This design comes from an exercise in tuning for a short achievable clock period and few clock cycles on the open sky130 flow, not from production work. Where RTL was checked, it was by simulation tests only, not by an equivalence proof against the original. No activity file was given, so power comes from the tool's default toggle rates.

## main
module main(clk, rst, mem_rdata, mem_addr, mem_wdata, mem_we);
Size: roughly 35 I/O pins.
==> flow/config.mk <==
export PLATFORM = sky130hd
export DESIGN_NAME = main
export DESIGN_NICKNAME = main
export VERILOG_FILES = /design/flow/design.v
export SDC_FILE = /design/flow/constraint.sdc
export NUM_CORES = 4
export LEC_CHECK = 0
export ABC_CLOCK_PERIOD_IN_PS = 1800
export CAP_MARGIN = 20
export CORE_MARGIN = 2
export CORE_UTILIZATION = 40
export GPL_TIMING_DRIVEN = 1
export SETUP_SLACK_MARGIN = 3.6
export SLEW_MARGIN = 20
export TNS_END_PERCENT = 100
==> flow/constraint.sdc <==
create_clock -name core_clock -period 5.5 [get_ports {clk}]
set_input_delay 1.1000 -clock core_clock [delete_from_list [all_inputs] [get_ports {clk}]]
set_output_delay 1.1000 -clock core_clock [all_outputs]
set_load 0.01 [all_outputs]
run.sh (not shown) runs the stock make flow with config.mk's settings and CLKGATE_MAP_FILE= SYNTH_SCRIPT=/design/flow/synth_recipe.tcl, a recipe that flattens the netlist after the stock synthesis.
Then changed:
--- a/flow/design.v
+++ b/flow/design.v
@@ -56,13 +56,15 @@
 	wire [7:0] B = opB;
 	wire [7:0] S = opS;
 	wire [8:0] sum;
 	wire co;
 	cla8 alu_add(.a(A), .b(B), .cin(e_sub), .s(sum[7:0]), .co(co));
 	assign sum[8] = co;
-	wire [7:0] mar = sum[7:0];
+	wire [7:0] mar;
+	wire mar_co;
+	cla8 adr_add(.a(A), .b(B), .cin(1'b0), .s(mar), .co(mar_co));
 	wire [7:0] cz = {A[6:0] | B[6:0], e_sub};
 	wire z_add = &(~((A ^ cz) ^ B));
 	reg [7:0] rot4;
 	integer ri, rj;
 	always @(*)
 		for (ri = 0; ri < 8; ri = ri + 1) begin
Effect: Clock skew is about the same. Total power came out lower by a few percent. Critical path depth shrinks by 1. Clock power went down by roughly a tenth. Flip-flop and latch count does not change. Sequential power drops slightly. Routed wire length goes up by roughly a tenth. Combinational power decreases by a little under a tenth.
Function was not checked in any run of this note: the RTL went through the layout flow alone.

========
main, a different RTL version from the one above (not shown whole).
Size: about 1600 cells after synthesis, ~260 flip-flops, about 35 I/O pins, roughly 15000 µm² of cells after synthesis.
clock: 5.5 ns
lec_check: 0
abc_clock_period_in_ps: 1800
cap_margin: 20
core_margin: 2
core_utilization: 40
gpl_timing_driven: 1
setup_slack_margin: 3.6
slew_margin: 20
tns_end_percent: 100
Testbench counts at the start, summed over its fixed seeds: cycles 92,371.
Rerun with:
--- a/flow/design.v
+++ b/flow/design.v
@@ -98,24 +98,32 @@
 	wire [7:0] vRn = (exec & mE_n) ? result : rRn;
 	wire [7:0] vRd = (exec & mE_d) ? result : rRd;
 	wire [7:0] vRm = (exec & mE_m) ? result : rRm;
 	wire selA_rd = (d_alu0 & d_imm) | d_shift;
 	wire selA_0  = d_mem & I[12];
 	wire [2:0] d_iA = selA_rd ? I[10:8] : I[7:5];
 	wire d_uA = (d_alu0 & ~d_mov) | d_alu1 | (d_mem & ~I[12]);
 	wire d_uB = (d_alu0 & ~d_imm) | d_logic;
 	wire d_uS = d_st;
-	wire [7:0] d_opA = selA_0 ? 8'd0 : (selA_rd ? vRd : vRn);
-	wire [7:0] d_opB0 = d_mem ? {2'b00, I[11], I[4:0]} :
-	                    d_br  ? d_fa2 :
-	                    (d_alu0 & d_imm) ? ext : vRm;
-	wire [7:0] d_opB = d_sub ? ~d_opB0 : d_opB0;
-	wire [7:0] d_opS = vRd;
+	wire bpA = exec & (selA_rd ? mE_d : mE_n) & ~selA_0;
+	wire bpB = exec & mE_m & ~d_mem & ~d_br & ~(d_alu0 & d_imm);
+	wire bpS = exec & mE_d;
+	wire [7:0] rA = selA_rd ? rRd : rRn;
+	wire [7:0] oB0 = d_mem ? {2'b00, I[11], I[4:0]} :
+	                 d_br  ? d_fa2 :
+	                 (d_alu0 & d_imm) ? ext : rRm;
+	wire [7:0] oB = d_sub ? ~oB0 : oB0;
+	wire [7:0] d_opA = ({8{bpA & e_arith}} & sum[7:0]) | ({8{bpA & ~e_arith}} & r_oth) |
+	                   ({8{~bpA & ~selA_0}} & rA);
+	wire [7:0] d_opB = ({8{bpB & e_arith & ~d_sub}} & sum[7:0]) | ({8{bpB & e_arith & d_sub}} & ~sum[7:0]) |
+	                   ({8{bpB & ~e_arith & ~d_sub}} & r_oth) | ({8{bpB & ~e_arith & d_sub}} & ~r_oth) |
+	                   ({8{~bpB}} & oB);
+	wire [7:0] d_opS = ({8{bpS & e_arith}} & sum[7:0]) | ({8{bpS & ~e_arith}} & r_oth) | ({8{~bpS}} & rRd);
 	wire d_right = (I[13:11] == 3'b100) | (I[13:11] == 3'b110) | (I[13:11] == 3'b111);
 	wire d_rotop = (I[13:11] == 3'b011) | (I[13:11] == 3'b100);
 	wire [2:0] d_ramt = d_right ? (3'd0 - ext[2:0]) : ext[2:0];
 	wire d_zero = d_rotop ? (ext[7:4] != 4'd0) : (ext[7:3] != 5'd0);
 	wire d_full = d_rotop & ~ext[3] & (ext[7:4] == 4'd0);
 	wire [7:0] d_mask = d_zero ? 8'h00 : d_full ? 8'hFF :
 	                    d_right ? (8'hFF >> ext[2:0]) : (8'hFF << ext[2:0]);
 	wire [15:0] M = mem_rdata;
 	wire f_br = (M[15:14] == 2'b11);
@@ -160,18 +168,26 @@
 			k_fetch <= 1'b1; k_ld <= 1'b0; k_st <= 1'b0; k_bip <= 1'b0;
 			smc_q <= 1'b0;
 			we_q <= 1'b0;
 			v <= 1'b0;
 			dv <= 1'b0;
 			fpc_bip <= 1'b0;
 			res_we <= 1'b0;
 			fz <= 1'b0; fc <= 1'b0;
 			rf <= {8'd0, 8'd6, 8'd5, 8'd4, 8'd3, 8'd2, 8'd1, 8'd0};
+			wdata_q <= 8'd0; fpc_oth <= 8'd0; fpc_m <= 8'd0; fpc_selm <= 1'b0;
+			ld_rd <= 3'd0; smc_a <= 8'd0; res_q <= 8'd0; res_wa <= 3'd0;
+			ir <= 16'd0; d_fa <= 8'd0; d_pred <= 1'b0;
+			mE_n <= 1'b0; mE_d <= 1'b0; mE_m <= 1'b0; mR_n <= 1'b0; mR_d <= 1'b0; mR_m <= 1'b0;
+			e_fa <= 8'd0; e_wr <= 1'b0; e_setf <= 1'b0; e_ld <= 1'b0; e_st <= 1'b0; e_bc <= 1'b0;
+			e_pred <= 1'b0; e_cc <= 2'd0; e_rd <= 3'd0; e_alt <= 8'd0;
+			iA <= 3'd0; iB <= 3'd0; iS <= 3'd0; uA <= 1'b0; uB <= 1'b0; uS <= 1'b0;
+			a_m <= 8'd0;
 			opA <= 8'd0; opB <= 8'd0; opS <= 8'd0;
 			e_arith <= 1'b0; e_sub <= 1'b0; e_and <= 1'b0; e_or <= 1'b0; e_xor <= 1'b0; e_shf <= 1'b0; e_passb <= 1'b0;
 			ramt <= 3'd0; smask <= 8'd0;
 		end else begin
 			if (res_we) begin
 				for (i = 0; i < 8; i = i + 1)
 					if (res_wa == i) rf[i*8 +: 8] <= res_q;
 			end
 			res_we <= (exec & e_wr) | k_ld;
- cell area went up by 3.7%
- worst setup slack improves by 0.10 ns
- core utilization went up by 0.42 points
- via count went up by 13%
- sequential share of layout area went down by 6.5 points
- hold slack improves by 0.024 ns
- power went down by 13%
- register-to-register slack improves by 0.10 ns
- sequential power went down by 12%
- synthesized area went up by 2.7%
- critical path depth went down by 3
Function not checked in the second run of this note: the RTL went through the layout flow alone.

==> what the ideal ports hide <==
In the flow no input, the clock included, has a driving cell. The finished layouts below were timed again as built, in two steps.
Step 1 sets driving cells, clkbuf_16 on the clock port and buf_2 on the other inputs (assumed; they add their load-dependent delay and slew).
Step 2 also shifts input and output timing later by t, the mid clock arrival at the registers, as if the neighbouring blocks saw the same clock.
a / b / c = no drivers / after step 1 / after step 2; a / b = the first two.
run | shift t [ns] | slack for setup (ns) | worst setup path after step 2 | worst register clock-pin slew, ns | worst data-port slew with drivers (ns)
the first run of note 1 | 0.610 | 3.102 / 3.102 / 2.837 | input to register | 0.07 / 0.07 | 0.19
the second run of note 1 | 0.628 | 3.049 / 3.049 / 2.683 | input to register | 0.07 / 0.07 | 0.26
the first run of note 2 | 0.632 | 2.962 / 2.962 / 2.776 | input to register | 0.07 / 0.07 | 0.06
the second run of note 2 | 0.635 | 3.065 / 3.058 / 2.773 | input to register | 0.07 / 0.07 | 0.05
After both steps setup and hold are still met in every run listed. The setup slack of the second run of note 1, which loses most, moves by 0.000 ns with the drivers and by -0.366 ns with both steps.
